What follows belongs to an exercise in optimizing a design on an open flow for small area, a short achievable clock period and few clock cycles; a production flow would make more cautious choices. The RTL was checked by simulation tests, not by an equivalence proof against the original design.

==> design/flow/run.sh <==
#!/bin/bash
# synth_recipe.tcl (not shown) runs the flow's synth.tcl, then flattens the netlist and writes it again
# the make line also repeats each setting of config.mk as NAME=value (left out here)
make -C /OpenROAD-flow-scripts/flow DESIGN_CONFIG=/design/flow/config.mk WORK_HOME=/design/flow/orfs CLKGATE_MAP_FILE= SYNTH_SCRIPT=/design/flow/synth_recipe.tcl finish
==> design/flow/config.mk <==
export PLATFORM = sky130hd
export DESIGN_NAME = DMAC_TOP
export DESIGN_NICKNAME = DMAC_TOP
export VERILOG_FILES = /design/flow/design.v
export SDC_FILE = /design/flow/constraint.sdc
export NUM_CORES = 4
export LEC_CHECK = 0
export CAP_MARGIN = 20
export CORE_MARGIN = 2
export CORE_UTILIZATION = 40
export PLACE_DENSITY = 0.6
export SLEW_MARGIN = 20
==> design/flow/constraint.sdc <==
create_clock -name core_clock -period 8.0 [get_ports {clk}]
set_input_delay 1.6000 -clock core_clock [delete_from_list [all_inputs] [get_ports {clk}]]
set_output_delay 1.6000 -clock core_clock [all_outputs]
set_load 0.01 [all_outputs]
==> design/flow/design.v <==
module DMAC_CFG
(
    input   wire                clk,
    input   wire                rst_n,   
    input   wire                psel_i,
    input   wire                penable_i,
    input   wire    [11:0]      paddr_i,
    input   wire                pwrite_i,
    input   wire    [31:0]      pwdata_i,
    output  wire                pready_o,
    output  wire    [31:0]      prdata_o,
    output  wire    [31:0]      ch0_src_addr_o,
    output  wire    [31:0]      ch0_dst_addr_o,
    output  wire    [15:0]      ch0_byte_len_o,
    output  wire                ch0_start_o,
    input   wire                ch0_done_i,
    output  wire    [31:0]      ch1_src_addr_o,
    output  wire    [31:0]      ch1_dst_addr_o,
    output  wire    [15:0]      ch1_byte_len_o,
    output  wire                ch1_start_o,
    input   wire                ch1_done_i,
    output  wire    [31:0]      ch2_src_addr_o,
    output  wire    [31:0]      ch2_dst_addr_o,
    output  wire    [15:0]      ch2_byte_len_o,
    output  wire                ch2_start_o,
    input   wire                ch2_done_i,
    output  wire    [31:0]      ch3_src_addr_o,
    output  wire    [31:0]      ch3_dst_addr_o,
    output  wire    [15:0]      ch3_byte_len_o,
    output  wire                ch3_start_o,
    input   wire                ch3_done_i
);
    reg     [31:0]              ch0_src_addr;
    reg     [31:0]              ch0_dst_addr;
    reg     [15:0]              ch0_byte_len;
    reg     [31:0]              ch1_src_addr;
    reg     [31:0]              ch1_dst_addr;
    reg     [15:0]              ch1_byte_len;
    reg     [31:0]              ch2_src_addr;
    reg     [31:0]              ch2_dst_addr;
    reg     [15:0]              ch2_byte_len;
    reg     [31:0]              ch3_src_addr;
    reg     [31:0]              ch3_dst_addr;
    reg     [15:0]              ch3_byte_len;
    wire    wren                = psel_i & penable_i & pwrite_i;
    always @(posedge clk) begin
        if (!rst_n) begin
            ch0_src_addr            <= 32'd0;
            ch0_dst_addr            <= 32'd0;
            ch0_byte_len            <= 16'd0;
            ch1_src_addr            <= 32'd0;
            ch1_dst_addr            <= 32'd0;
            ch1_byte_len            <= 16'd0;
            ch2_src_addr            <= 32'd0;
            ch2_dst_addr            <= 32'd0;
            ch2_byte_len            <= 16'd0;
            ch3_src_addr            <= 32'd0;
            ch3_dst_addr            <= 32'd0;
            ch3_byte_len            <= 16'd0;
        end
        else if (wren) begin
            case (paddr_i)
                'h100: ch0_src_addr         <= pwdata_i[31:0];
                'h104: ch0_dst_addr         <= pwdata_i[31:0];
                'h108: ch0_byte_len         <= pwdata_i[15:0];
                'h200: ch1_src_addr         <= pwdata_i[31:0];
                'h204: ch1_dst_addr         <= pwdata_i[31:0];
                'h208: ch1_byte_len         <= pwdata_i[15:0];
                'h300: ch2_src_addr         <= pwdata_i[31:0];
                'h304: ch2_dst_addr         <= pwdata_i[31:0];
                'h308: ch2_byte_len         <= pwdata_i[15:0];
                'h400: ch3_src_addr         <= pwdata_i[31:0];
                'h404: ch3_dst_addr         <= pwdata_i[31:0];
                'h408: ch3_byte_len         <= pwdata_i[15:0];
            endcase
        end
    end
    wire    ch0_start               = wren & (paddr_i=='h10C) & pwdata_i[0];
    wire    ch1_start               = wren & (paddr_i=='h20C) & pwdata_i[0];
    wire    ch2_start               = wren & (paddr_i=='h30C) & pwdata_i[0];
    wire    ch3_start               = wren & (paddr_i=='h40C) & pwdata_i[0];
    reg     [31:0]              rdata;
    always @(posedge clk) begin
        if (!rst_n) begin
            rdata               <= 32'd0;
        end
        else if (psel_i & !penable_i & !pwrite_i) begin  
            case (paddr_i)
                'h0:   rdata            <= 32'h0001_0101;
                'h100: rdata            <= ch0_src_addr;
                'h104: rdata            <= ch0_dst_addr;
                'h108: rdata            <= {16'd0, ch0_byte_len};
                'h110: rdata            <= {31'd0, ch0_done_i};
                'h200: rdata            <= ch1_src_addr;
                'h204: rdata            <= ch1_dst_addr;
                'h208: rdata            <= {16'd0, ch1_byte_len};
                'h210: rdata            <= {31'd0, ch1_done_i};
                'h300: rdata            <= ch2_src_addr;
                'h304: rdata            <= ch2_dst_addr;
                'h308: rdata            <= {16'd0, ch2_byte_len};
                'h310: rdata            <= {31'd0, ch2_done_i};
                'h400: rdata            <= ch3_src_addr;
                'h404: rdata            <= ch3_dst_addr;
                'h408: rdata            <= {16'd0, ch3_byte_len};
                'h410: rdata            <= {31'd0, ch3_done_i};
                default: rdata          <= 32'd0;
            endcase
        end
    end
    assign  pready_o            = 1'b1;
    assign  prdata_o            = rdata;
    assign  ch0_src_addr_o          = ch0_src_addr;
    assign  ch0_dst_addr_o          = ch0_dst_addr;
    assign  ch0_byte_len_o          = ch0_byte_len;
    assign  ch0_start_o             = ch0_start;
    assign  ch1_src_addr_o          = ch1_src_addr;
    assign  ch1_dst_addr_o          = ch1_dst_addr;
    assign  ch1_byte_len_o          = ch1_byte_len;
    assign  ch1_start_o             = ch1_start;
    assign  ch2_src_addr_o          = ch2_src_addr;
    assign  ch2_dst_addr_o          = ch2_dst_addr;
    assign  ch2_byte_len_o          = ch2_byte_len;
    assign  ch2_start_o             = ch2_start;
    assign  ch3_src_addr_o          = ch3_src_addr;
    assign  ch3_dst_addr_o          = ch3_dst_addr;
    assign  ch3_byte_len_o          = ch3_byte_len;
    assign  ch3_start_o             = ch3_start;
endmodule
module DMAC_FIFO #(
    parameter       DEPTH_LG2           = 4,
    parameter       DATA_WIDTH          = 32
    )
(
    input   wire                        clk,
    input   wire                        rst_n,
    output  wire                        full_o,
    input   wire                        wren_i,
    input   wire    [DATA_WIDTH-1:0]    wdata_i,
    output  wire                        empty_o,
    input   wire                        rden_i,
    output  wire    [DATA_WIDTH-1:0]    rdata_o
);
    localparam  FIFO_DEPTH              = (1<<DEPTH_LG2);
    reg     [DATA_WIDTH-1:0]            mem[FIFO_DEPTH];
    reg                                 full,       full_n,
                                        empty,      empty_n;
    reg     [DEPTH_LG2:0]               wrptr,      wrptr_n,
                                        rdptr,      rdptr_n;
    always_ff @(posedge clk)
        if (!rst_n) begin
            for (int i=0; i<FIFO_DEPTH; i++) begin
                mem[i]                      <= {DATA_WIDTH{1'b0}};
            end
        end
        else begin
            if (wren_i) begin
                mem[wrptr[DEPTH_LG2-1:0]]   <= wdata_i;
            end
        end
    always_ff @(posedge clk)
        if (!rst_n) begin
            full                        <= 1'b0;
            empty                       <= 1'b1;     
            wrptr                       <= {(DEPTH_LG2+1){1'b0}};
            rdptr                       <= {(DEPTH_LG2+1){1'b0}};
        end
        else begin
            full                        <= full_n;
            empty                       <= empty_n;
            wrptr                       <= wrptr_n;
            rdptr                       <= rdptr_n;
        end
    always_comb begin
        wrptr_n                     = wrptr;
        rdptr_n                     = rdptr;
        if (wren_i) begin
            wrptr_n                     = wrptr + 'd1;
        end
        if (rden_i) begin
            rdptr_n                     = rdptr + 'd1;
        end
        empty_n                     = (wrptr_n == rdptr_n);
        full_n                      = (wrptr_n[DEPTH_LG2]!=rdptr_n[DEPTH_LG2])
                                     &(wrptr_n[DEPTH_LG2-1:0]==rdptr_n[DEPTH_LG2-1:0]);
    end
    assign  full_o                      = full;
    assign  empty_o                     = empty;
    assign  rdata_o                     = mem[rdptr[DEPTH_LG2-1:0]];
endmodule
module DMAC_ARBITER
#(
    parameter N_MASTER          = 4,
    parameter DATA_SIZE         = 32
)
(
    input   wire                clk,
    input   wire                rst_n,   
    input   wire    [N_MASTER-1:0]              src_valid_i,
    output  reg     [N_MASTER-1:0]              src_ready_o,
    input   wire    [N_MASTER*DATA_SIZE-1:0]    src_data_i,
    output  reg                 dst_valid_o,
    input   wire                dst_ready_i,
    output  reg     [DATA_SIZE-1:0] dst_data_o
);
    localparam N_MASTER_LG2     = $clog2(N_MASTER);
    reg     [N_MASTER_LG2-1:0]  rotate_ptr;
    reg     [N_MASTER_LG2-1:0]  idx;
    reg                         found;
    always_ff @(posedge clk)
        if (~rst_n) begin
            rotate_ptr          <= 'd0;
        end
        else begin
            if (src_valid_i[0] & src_ready_o[0]) begin
                rotate_ptr          <= 2'd1;
            end
            else if (src_valid_i[1] & src_ready_o[1]) begin
                rotate_ptr          <= 2'd2;
            end
            else if (src_valid_i[2] & src_ready_o[2]) begin
                rotate_ptr          <= 2'd3;
            end
            else if (src_valid_i[3] & src_ready_o[3]) begin
                rotate_ptr          <= 2'd0;
            end
        end
    always_comb begin
        dst_valid_o             = 1'b0;
        idx                     = rotate_ptr + 2'd3;
        dst_data_o              = src_data_i[idx*DATA_SIZE +: DATA_SIZE];     
        src_ready_o             = {N_MASTER{1'b0}};
        found                   = 1'b0;
        for (int i=0; i<N_MASTER; i++) begin
            idx                     = rotate_ptr + i[N_MASTER_LG2-1:0];
            if (!found & src_valid_i[idx]) begin
                found                   = 1'b1;
                dst_valid_o             = 1'b1;
                dst_data_o              = src_data_i[idx*DATA_SIZE +: DATA_SIZE];
                src_ready_o[idx]        = dst_ready_i;
            end
        end
    end
endmodule
module DMAC_INITIATOR
(
    input   wire                clk,
    input   wire                rst_n,
    input   wire    [31:0]      src_addr_i,
    input   wire    [31:0]      dst_addr_i,
    input   wire    [15:0]      byte_len_i,
    input   wire                start_i,
    output  wire                done_o,
    output  reg                 arvalid_o,
    output  wire    [31:0]      araddr_o,
    output  wire    [3:0]       arlen_o,
    input   wire                arready_i,
    input   wire                rvalid_i,
    input   wire    [31:0]      rdata_i,
    input   wire                rlast_i,
    output  reg                 rready_o,
    output  reg                 awvalid_o,
    output  wire    [31:0]      awaddr_o,
    output  wire    [3:0]       awlen_o,
    input   wire                awready_i,
    output  reg                 wvalid_o,
    output  wire    [31:0]      wdata_o,
    output  wire                wlast_o,
    input   wire                wready_i,
    input   wire                bvalid_i,
    output  reg                 bready_o
);
    localparam logic [2:0]      S_IDLE  = 3'd0,
                                S_RREQ  = 3'd1,
                                S_RDATA = 3'd2,
                                S_WREQ  = 3'd3,
                                S_WDATA = 3'd4,
                                S_WAIT  = 3'd5;
    reg     [2:0]               state,      state_n;
    reg     [31:0]              src_addr,   src_addr_n;
    reg     [31:0]              dst_addr,   dst_addr_n;
    reg     [15:0]              cnt,        cnt_n;
    reg     [3:0]               len,        len_n;
    reg     [3:0]               wcnt,       wcnt_n;
    reg                         fifo_wren,  fifo_rden;
    wire                        fifo_full,  fifo_empty;
    wire    [31:0]              fifo_rdata;
    wire    [3:0]               burst_len   = (cnt >= 16'd64) ? 4'd15 : (cnt[5:2] - 4'd1);
    always_ff @(posedge clk)
        if (!rst_n) begin
            state               <= S_IDLE;
            src_addr            <= 32'd0;
            dst_addr            <= 32'd0;
            cnt                 <= 16'd0;
            len                 <= 4'd0;
            wcnt                <= 4'd0;
        end
        else begin
            state               <= state_n;
            src_addr            <= src_addr_n;
            dst_addr            <= dst_addr_n;
            cnt                 <= cnt_n;
            len                 <= len_n;
            wcnt                <= wcnt_n;
        end
    always_comb begin
        state_n             = state;
        src_addr_n          = src_addr;
        dst_addr_n          = dst_addr;
        cnt_n               = cnt;
        len_n               = len;
        wcnt_n              = wcnt;
        arvalid_o           = 1'b0;
        rready_o            = 1'b0;
        awvalid_o           = 1'b0;
        wvalid_o            = 1'b0;
        bready_o            = 1'b0;
        fifo_wren           = 1'b0;
        fifo_rden           = 1'b0;
        case (state)
            S_IDLE: begin
                if (start_i & (byte_len_i[15:2] != 14'd0)) begin
                    src_addr_n          = src_addr_i;
                    dst_addr_n          = dst_addr_i;
                    cnt_n               = {byte_len_i[15:2], 2'b00};
                    state_n             = S_RREQ;
                end
            end
            S_RREQ: begin
                arvalid_o           = 1'b1;
                len_n               = burst_len;
                if (arready_i) begin
                    src_addr_n          = src_addr + {26'd0, burst_len, 2'b00} + 32'd4;
                    state_n             = S_RDATA;
                end
            end
            S_RDATA: begin
                rready_o            = !fifo_full;
                if (rvalid_i & !fifo_full) begin
                    fifo_wren           = 1'b1;
                    if (rlast_i) begin
                        state_n             = S_WREQ;
                    end
                end
            end
            S_WREQ: begin
                awvalid_o           = 1'b1;
                if (awready_i) begin
                    dst_addr_n          = dst_addr + {26'd0, len, 2'b00} + 32'd4;
                    cnt_n               = cnt - {10'd0, len, 2'b00} - 16'd4;
                    wcnt_n              = len;
                    state_n             = S_WDATA;
                end
            end
            S_WDATA: begin
                wvalid_o            = !fifo_empty;
                if (wready_i & !fifo_empty) begin
                    fifo_rden           = 1'b1;
                    wcnt_n              = wcnt - 4'd1;
                    if (wcnt == 4'd0) begin
                        state_n             = S_WAIT;
                    end
                end
            end
            S_WAIT: begin
                bready_o            = 1'b1;
                if (bvalid_i) begin
                    state_n             = (cnt == 16'd0) ? S_IDLE : S_RREQ;
                end
            end
            default: begin
                state_n             = S_IDLE;
            end
        endcase
    end
    DMAC_FIFO #(.DEPTH_LG2(4), .DATA_WIDTH(32)) u_fifo (
        .clk                    (clk),
        .rst_n                  (rst_n),
        .full_o                 (fifo_full),
        .wren_i                 (fifo_wren),
        .wdata_i                (rdata_i),
        .empty_o                (fifo_empty),
        .rden_i                 (fifo_rden),
        .rdata_o                (fifo_rdata)
    );
    assign  done_o              = (state == S_IDLE);
    assign  araddr_o            = src_addr;
    assign  arlen_o             = burst_len;
    assign  awaddr_o            = dst_addr;
    assign  awlen_o             = len;
    assign  wdata_o             = fifo_rdata;
    assign  wlast_o             = (wcnt == 4'd0);
endmodule
module DMAC_TOP
(
    input   wire                clk,
    input   wire                rst_n,   
    input   wire                psel_i,
    input   wire                penable_i,
    input   wire    [11:0]      paddr_i,
    input   wire                pwrite_i,
    input   wire    [31:0]      pwdata_i,
    output  wire                pready_o,
    output  wire    [31:0]      prdata_o,
    output  wire                pslverr_o,
    output  wire    [3:0]       awid_o,
    output  wire    [31:0]      awaddr_o,
    output  wire    [3:0]       awlen_o,
    output  wire    [2:0]       awsize_o,
    output  wire    [1:0]       awburst_o,
    output  wire                awvalid_o,
    input   wire                awready_i,
    output  wire    [3:0]       wid_o,
    output  wire    [31:0]      wdata_o,
    output  wire    [3:0]       wstrb_o,
    output  wire                wlast_o,
    output  wire                wvalid_o,
    input   wire                wready_i,
    input   wire    [3:0]       bid_i,
    input   wire    [1:0]       bresp_i,
    input   wire                bvalid_i,
    output  wire                bready_o,
    output  wire    [3:0]       arid_o,
    output  wire    [31:0]      araddr_o,
    output  wire    [3:0]       arlen_o,
    output  wire    [2:0]       arsize_o,
    output  wire    [1:0]       arburst_o,
    output  wire                arvalid_o,
    input   wire                arready_i,
    input   wire    [3:0]       rid_i,
    input   wire    [31:0]      rdata_i,
    input   wire    [1:0]       rresp_i,
    input   wire                rlast_i,
    input   wire                rvalid_i,
    output  wire                rready_o
);
    localparam                  N_CH    = 4;
    wire    [31:0]              src_addr_vec[N_CH];
    wire    [31:0]              dst_addr_vec[N_CH];
    wire    [15:0]              byte_len_vec[N_CH];
    wire                        start_vec[N_CH];
    wire                        done_vec[N_CH];
    DMAC_CFG u_cfg (
        .clk                    (clk),
        .rst_n                  (rst_n),
        .psel_i                 (psel_i),
        .penable_i              (penable_i),
        .paddr_i                (paddr_i),
        .pwrite_i               (pwrite_i),
        .pwdata_i               (pwdata_i),
        .pready_o               (pready_o),
        .prdata_o               (prdata_o),
        .ch0_src_addr_o         (src_addr_vec[0]),
        .ch0_dst_addr_o         (dst_addr_vec[0]),
        .ch0_byte_len_o         (byte_len_vec[0]),
        .ch0_start_o            (start_vec[0]),
        .ch0_done_i             (done_vec[0]),
        .ch1_src_addr_o         (src_addr_vec[1]),
        .ch1_dst_addr_o         (dst_addr_vec[1]),
        .ch1_byte_len_o         (byte_len_vec[1]),
        .ch1_start_o            (start_vec[1]),
        .ch1_done_i             (done_vec[1]),
        .ch2_src_addr_o         (src_addr_vec[2]),
        .ch2_dst_addr_o         (dst_addr_vec[2]),
        .ch2_byte_len_o         (byte_len_vec[2]),
        .ch2_start_o            (start_vec[2]),
        .ch2_done_i             (done_vec[2]),
        .ch3_src_addr_o         (src_addr_vec[3]),
        .ch3_dst_addr_o         (dst_addr_vec[3]),
        .ch3_byte_len_o         (byte_len_vec[3]),
        .ch3_start_o            (start_vec[3]),
        .ch3_done_i             (done_vec[3])
    );
    assign  pslverr_o           = 1'b0;
    wire    [N_CH-1:0]          ch_arvalid, ch_arready;
    wire    [N_CH*40-1:0]       ch_ar_data;      
    wire    [N_CH-1:0]          ch_rvalid,  ch_rready;
    wire    [N_CH-1:0]          ch_awvalid, ch_awready;
    wire    [N_CH*40-1:0]       ch_aw_data;      
    wire    [N_CH-1:0]          ch_wvalid,  ch_wready,  ch_wlast;
    wire    [N_CH*32-1:0]       ch_wdata;
    wire    [N_CH-1:0]          ch_bvalid,  ch_bready;
    genvar ch;
    generate
        for (ch=0; ch<N_CH; ch++) begin : g_ch
            wire    [31:0]      araddr, awaddr;
            wire    [3:0]       arlen, awlen;
            DMAC_INITIATOR u_init (
                .clk                    (clk),
                .rst_n                  (rst_n),
                .src_addr_i             (src_addr_vec[ch]),
                .dst_addr_i             (dst_addr_vec[ch]),
                .byte_len_i             (byte_len_vec[ch]),
                .start_i                (start_vec[ch]),
                .done_o                 (done_vec[ch]),
                .arvalid_o              (ch_arvalid[ch]),
                .araddr_o               (araddr),
                .arlen_o                (arlen),
                .arready_i              (ch_arready[ch]),
                .rvalid_i               (ch_rvalid[ch]),
                .rdata_i                (rdata_i),
                .rlast_i                (rlast_i),
                .rready_o               (ch_rready[ch]),
                .awvalid_o              (ch_awvalid[ch]),
                .awaddr_o               (awaddr),
                .awlen_o                (awlen),
                .awready_i              (ch_awready[ch]),
                .wvalid_o               (ch_wvalid[ch]),
                .wdata_o                (ch_wdata[ch*32 +: 32]),
                .wlast_o                (ch_wlast[ch]),
                .wready_i               (ch_wready[ch]),
                .bvalid_i               (ch_bvalid[ch]),
                .bready_o               (ch_bready[ch])
            );
            assign  ch_ar_data[ch*40 +: 40] = {ch[3:0], arlen, araddr};
            assign  ch_aw_data[ch*40 +: 40] = {ch[3:0], awlen, awaddr};
            assign  ch_rvalid[ch]   = rvalid_i & (rid_i == ch);
            assign  ch_bvalid[ch]   = bvalid_i & (bid_i == ch);
        end
    endgenerate
    wire    [39:0]              ar_data;
    DMAC_ARBITER #(.N_MASTER(N_CH), .DATA_SIZE(40)) u_ar_arbiter (
        .clk                    (clk),
        .rst_n                  (rst_n),
        .src_valid_i            (ch_arvalid),
        .src_ready_o            (ch_arready),
        .src_data_i             (ch_ar_data),
        .dst_valid_o            (arvalid_o),
        .dst_ready_i            (arready_i),
        .dst_data_o             (ar_data)
    );
    assign  arid_o              = ar_data[39:36];
    assign  arlen_o             = ar_data[35:32];
    assign  araddr_o            = ar_data[31:0];
    assign  arsize_o            = 3'b010;        
    assign  arburst_o           = 2'b01;         
    assign  rready_o            = ch_rready[rid_i[1:0]] & (rid_i[3:2] == 2'd0);
    reg                         w_busy;
    reg     [1:0]               w_owner;
    wire                        aw_valid_arb;
    wire    [39:0]              aw_data;
    DMAC_ARBITER #(.N_MASTER(N_CH), .DATA_SIZE(40)) u_aw_arbiter (
        .clk                    (clk),
        .rst_n                  (rst_n),
        .src_valid_i            (ch_awvalid),
        .src_ready_o            (ch_awready),
        .src_data_i             (ch_aw_data),
        .dst_valid_o            (aw_valid_arb),
        .dst_ready_i            (awready_i & !w_busy),
        .dst_data_o             (aw_data)
    );
    assign  awvalid_o           = aw_valid_arb & !w_busy;
    assign  awid_o              = aw_data[39:36];
    assign  awlen_o             = aw_data[35:32];
    assign  awaddr_o            = aw_data[31:0];
    assign  awsize_o            = 3'b010;
    assign  awburst_o           = 2'b01;
    always_ff @(posedge clk)
        if (!rst_n) begin
            w_busy              <= 1'b0;
            w_owner             <= 2'd0;
        end
        else begin
            if (awvalid_o & awready_i) begin
                w_busy              <= 1'b1;
                w_owner             <= aw_data[37:36];
            end
            else if (wvalid_o & wready_i & wlast_o) begin
                w_busy              <= 1'b0;
            end
        end
    assign  wvalid_o            = w_busy & ch_wvalid[w_owner];
    assign  wdata_o             = ch_wdata[w_owner*32 +: 32];
    assign  wlast_o             = ch_wlast[w_owner];
    assign  wid_o               = {2'd0, w_owner};
    assign  wstrb_o             = 4'hF;
    assign  ch_wready           = {N_CH{w_busy & wready_i}} & (4'b0001 << w_owner);
    assign  bready_o            = ch_bready[bid_i[1:0]] & (bid_i[3:2] == 2'd0);
endmodule
==> results.toml <==
[floorplanning]
fp-row-count = 219
die_area_um2 = 361000
ios = 269
start_util_pct = 40.1
core_area_um2 = 355000
die_h_um = 601
die_width_um = 601

[timing]
setup_viol = 0
slew_headroom_pct = 19.1
tightest_slew_ns = 1.20
fin_crit_sh_pct = 89.6
final_hold_viol_count = 0
min_period_ns = 7.17
fmax_mhz = 140
setup_tns_ns = 0
rsz0062_at_grt = "false"
fin_skew_ns = 0.0635
slew_violations = 0

[setup_path]
cpMaxStageDelayCell = "o31ai_1"
path_common_cell = "buf_4"
critical_path_depth = 8
crit_chain = "inv_1 > ha_4 > buf_4 > buf_4 > mux4_2 > nor2_1 > o31ai_1 > clkdlybuf4s50_1"
end_kind = "output pin"
endpoint = "awaddr_o[5]"
critical_path_arrival_ns = 5.57
crit_family = "buffers and inverters"
cp-startpoint = "u_aw_arbiter.rotate_ptr[1]"
cp_slowest_stage_delay_ns = 0.83
path_class = "reg2out"
crit_buf_inv = 4
start_kind = "register"
r2r-start = "g_ch[0].u_init.cnt[8]"
worstPathMaxFanout = 45
reg2reg_depth = 16
rr_endpoint = "g_ch[0].u_init.src_addr[29]"
required_ns = 6.40
rrSetupSlack_ns = 2.24

[placement]
placed_cells = 15920
port-buffer-count = 242
placed_cell_area_um2 = 150000
hpwl_um = 317000
place_congestion = 0.954

[route]
via_per_inst = 6.08
drc_errors = 0
drt-total-wl_um = 493000
drt_iter0_drc = 13140
avgRoutedWirePerCell_um = 29.9
drt-pass1-iter-count = 9
antenna_left = 0
vias = 100354

[finish]
fillerInstances = 31806
multiInputGateArea_um2 = 62000
final_nets = 11741
drive_above_1_share_pct = 16.7
regArea_um2 = 76800
synthToLayoutAreaGrowth_pct = 12.2
final_cells = 16509
fin_area_um2 = 160000

[power_and_ir_drop]
irDropWorstVdd_mv = 0.337
p_leak_nw = 52.1
intPower_mw = 25.5
clkPwrFrac_pct = 41.9
fin_total_pwr_mw = 34.4
seqPwrFrac_pct = 47.7
switching_share_pct = 25.7
power_frac_comb_pct = 10.3
p_switching_mw = 8.84
power_density_nw_per_um2 = 215

[clock_tree]
cts_tree = "yes"
cts_made_buffers = 312
holdBufCountCts = 0
clockBufferDepth = 4
cts-root-buf = "clkbuf_16"
postCtsSetupRepairBufs = 0
insertion_delay_ns = 0.96
htreeDepth = 5
cts.clk_slew.worst_paths_ns = 0.06
cts_resized = 0
cts_sinks = 2811

[global_routing]
overflow = 0
grt_use_total_pct = 26.5
grt_pass1_vias = 97044
antenna_found_initial = 42
grt_max_degree = 174
grt_pass1_wl_um = 699000

[yosys]
synth_area_um2 = 143000
yosys.area.top_type = "edfxtp_1"
yosys-top-cells-count = "and2_1, edfxtp_1, nand2_1, clkbuf_1, mux4_2"
synthDistinctLibCells = 104
synth_top_area_share_pct = 43.1
synth_most_common_cell = "and2_1"
synth_edf_count = 2048
yosysSeqAreaShare_pct = 53.8
yosysWarnings = 5
synthTopCellsByArea = "edfxtp_1, mux4_2, dfxtp_1, and2_1, nand2_1"
synth_seq_cells = 2811
synthArstFlopShare_pct = 0
synth_area_per_cell_um2 = 12.0
syn_inst = 11840
synth_flop_cell = "edfxtp_1"

[flow_run]
maxCapViolCount = 0

[run_status]
outcome = "no timing/DRC/antenna violations"

[min_path]
worst_hold_path_type = "reg2reg"
[logic make-up after synthesis]
group,share of synthesized area [%]
adder cells (fa/ha/maj),1.40
AO/OA/AOI/OAI,8.73
AND/OR/NAND/NOR,16.6
multiplexers,15.2
other,0.00527
flip-flops,53.8
buffers and inverters,3.69
XOR/XNOR,0.540
[area by class of cell]
class / count / share of cell area (%)
Tap cell: 4751 / 3.72
Antenna cell: 18 / 0.0282
Clock buffer: 421 / 5.34
Multi-Input combinational cell: 7707 / 38.7
Inverter: 142 / 0.338
Timing Repair Buffer: 516 / 2.89
Clock inverter: 143 / 0.944
Sequential cell: 2811 / 48.0
[flip-flops by register name, indices dropped and copies added, names as in the netlist, 16 cells and up]
signal                    flops
g_ch.u_init.u_fifo.mem     2048
g_ch.u_init.dst_addr        128
g_ch.u_init.src_addr        128
g_ch.u_init.cnt              56
u_cfg.ch0_dst_addr           32
u_cfg.ch0_src_addr           32
u_cfg.ch1_dst_addr           32
u_cfg.ch1_src_addr           32
u_cfg.ch2_dst_addr           32
u_cfg.ch2_src_addr           32
u_cfg.ch3_dst_addr           32
u_cfg.ch3_src_addr           32
u_cfg.rdata                  32
g_ch.u_init.u_fifo.rdptr     20
g_ch.u_init.u_fifo.wrptr     20
g_ch.u_init.len              16
g_ch.u_init.wcnt             16
u_cfg.ch0_byte_len           16
u_cfg.ch1_byte_len           16
u_cfg.ch2_byte_len           16
u_cfg.ch3_byte_len           16
[power groups by stage]
stage	clock network, mW	registers [mW]	logic (mW)
finish	14.4	16.4	3.55
global route	15.1	16.4	3.76
CTS	14.6	16.4	3.51
detailed placement	0	16.7	3.51
global placement	0	16.7	3.44
floorplan	0	16.6	2.17
[placed cells by master, fill, tap and decap left out, types with 67 or more instances in the layout]
| master | synthesis | final |
|---|---|---|
| o21ai_0 | 368 | 317 |
| ha_1 | 140 | 138 |
| nor3_1 | 153 | 132 |
| inv_1 | 139 | 139 |
| a211oi_1 | 77 | 77 |
| nand4_1 | 77 | 77 |
| and3_1 | 67 | 67 |
| mux4_2 | 943 | 942 |
| a21oi_1 | 731 | 731 |
| nand2_1 | 1168 | 1164 |
| and2_1 | 2079 | 2079 |
| o31ai_1 | 101 | 98 |
| dfxtp_1 | 763 | 741 |
| a22oi_1 | 152 | 152 |
| buf_4 | 27 | 252 |
| edfxtp_1 | 2048 | 2048 |
| nor2_1 | 518 | 452 |
| clkbuf_16 | 0 | 316 |
| clkbuf_1 | 955 | 81 |
| nand3_1 | 180 | 180 |
| clkdlybuf4s50_1 | 0 | 209 |
| a31oi_1 | 78 | 78 |
[worst min path at each step]
stage,cells past startpoint,slack (ns),endpoint,from
final,2,0.46,u_cfg.ch1_byte_len[0],u_cfg.ch1_byte_len[0]
after global placement,2,0.44,u_cfg.ch0_byte_len[0],u_cfg.ch0_byte_len[0]
after floorplan,2,0.44,u_cfg.ch0_byte_len[0],u_cfg.ch0_byte_len[0]
after detailed placement,2,0.45,u_cfg.ch1_byte_len[0],u_cfg.ch1_byte_len[0]
after global routing,2,0.48,u_cfg.ch2_byte_len[1],u_cfg.ch2_byte_len[1]
after CTS,2,0.45,u_cfg.ch1_byte_len[0],u_cfg.ch1_byte_len[0]
[worst min-delay path: stages (launching register included)]
cell	delay [ns]
dfxtp_1	0.31
nand2_1	0.05
a21oi_1	0.05
[per-stage QoR]
stage               hold slack [ns]  setup slack, ns  utilization, %
floorplan                     0.436             2.31               -
global placement              0.444             1.62            42.1
detailed placement            0.446             1.71            42.1
CTS                           0.454            0.745            44.9
global route                  0.478            0.633            45.0
finish                        0.455            0.834            45.0
[per-layer routing]
metal / vias to the layer above / GRT usage, % / share of wire, %
met5: - / 0 / 0.014
met4: 10 / 17.0 / 7.5
met3: 1204 / 4.17 / 8.0
met2: 5189 / 44.0 / 48
met1: 50957 / 32.3 / 36
li1: 42994 / - / -
Testbench counts, summed over its fixed seeds: cycles 101,498.

static timing again, ports no longer ideal:
How much do the figures lean on ideal ports? The routed layout below was timed once more, with nothing changed but the port constraints. Step 1, drivers: a clkbuf_16 drives clk and a buf_2 each remaining input, both assumed. Step 2 moves the port delays by t, midway between the first and last clock arrival at a register: inputs arrive t later, outputs are due t later. That takes back most of the time a late clock gives input paths. Slacks: ideal / step 1 / step 2; pairs: ideal / step 1.
t (ns): 1.030
slack for setup (ns): 0.834 / 0.731 / 1.660
hold WS [ns]: 0.455 / 0.455 / 0.455
worst slew at a driven data input, ns: 0.22
After both steps setup and hold are still met in this run. The setup slack of this run moves by -0.103 ns with the drivers and by +0.826 ns with both steps.
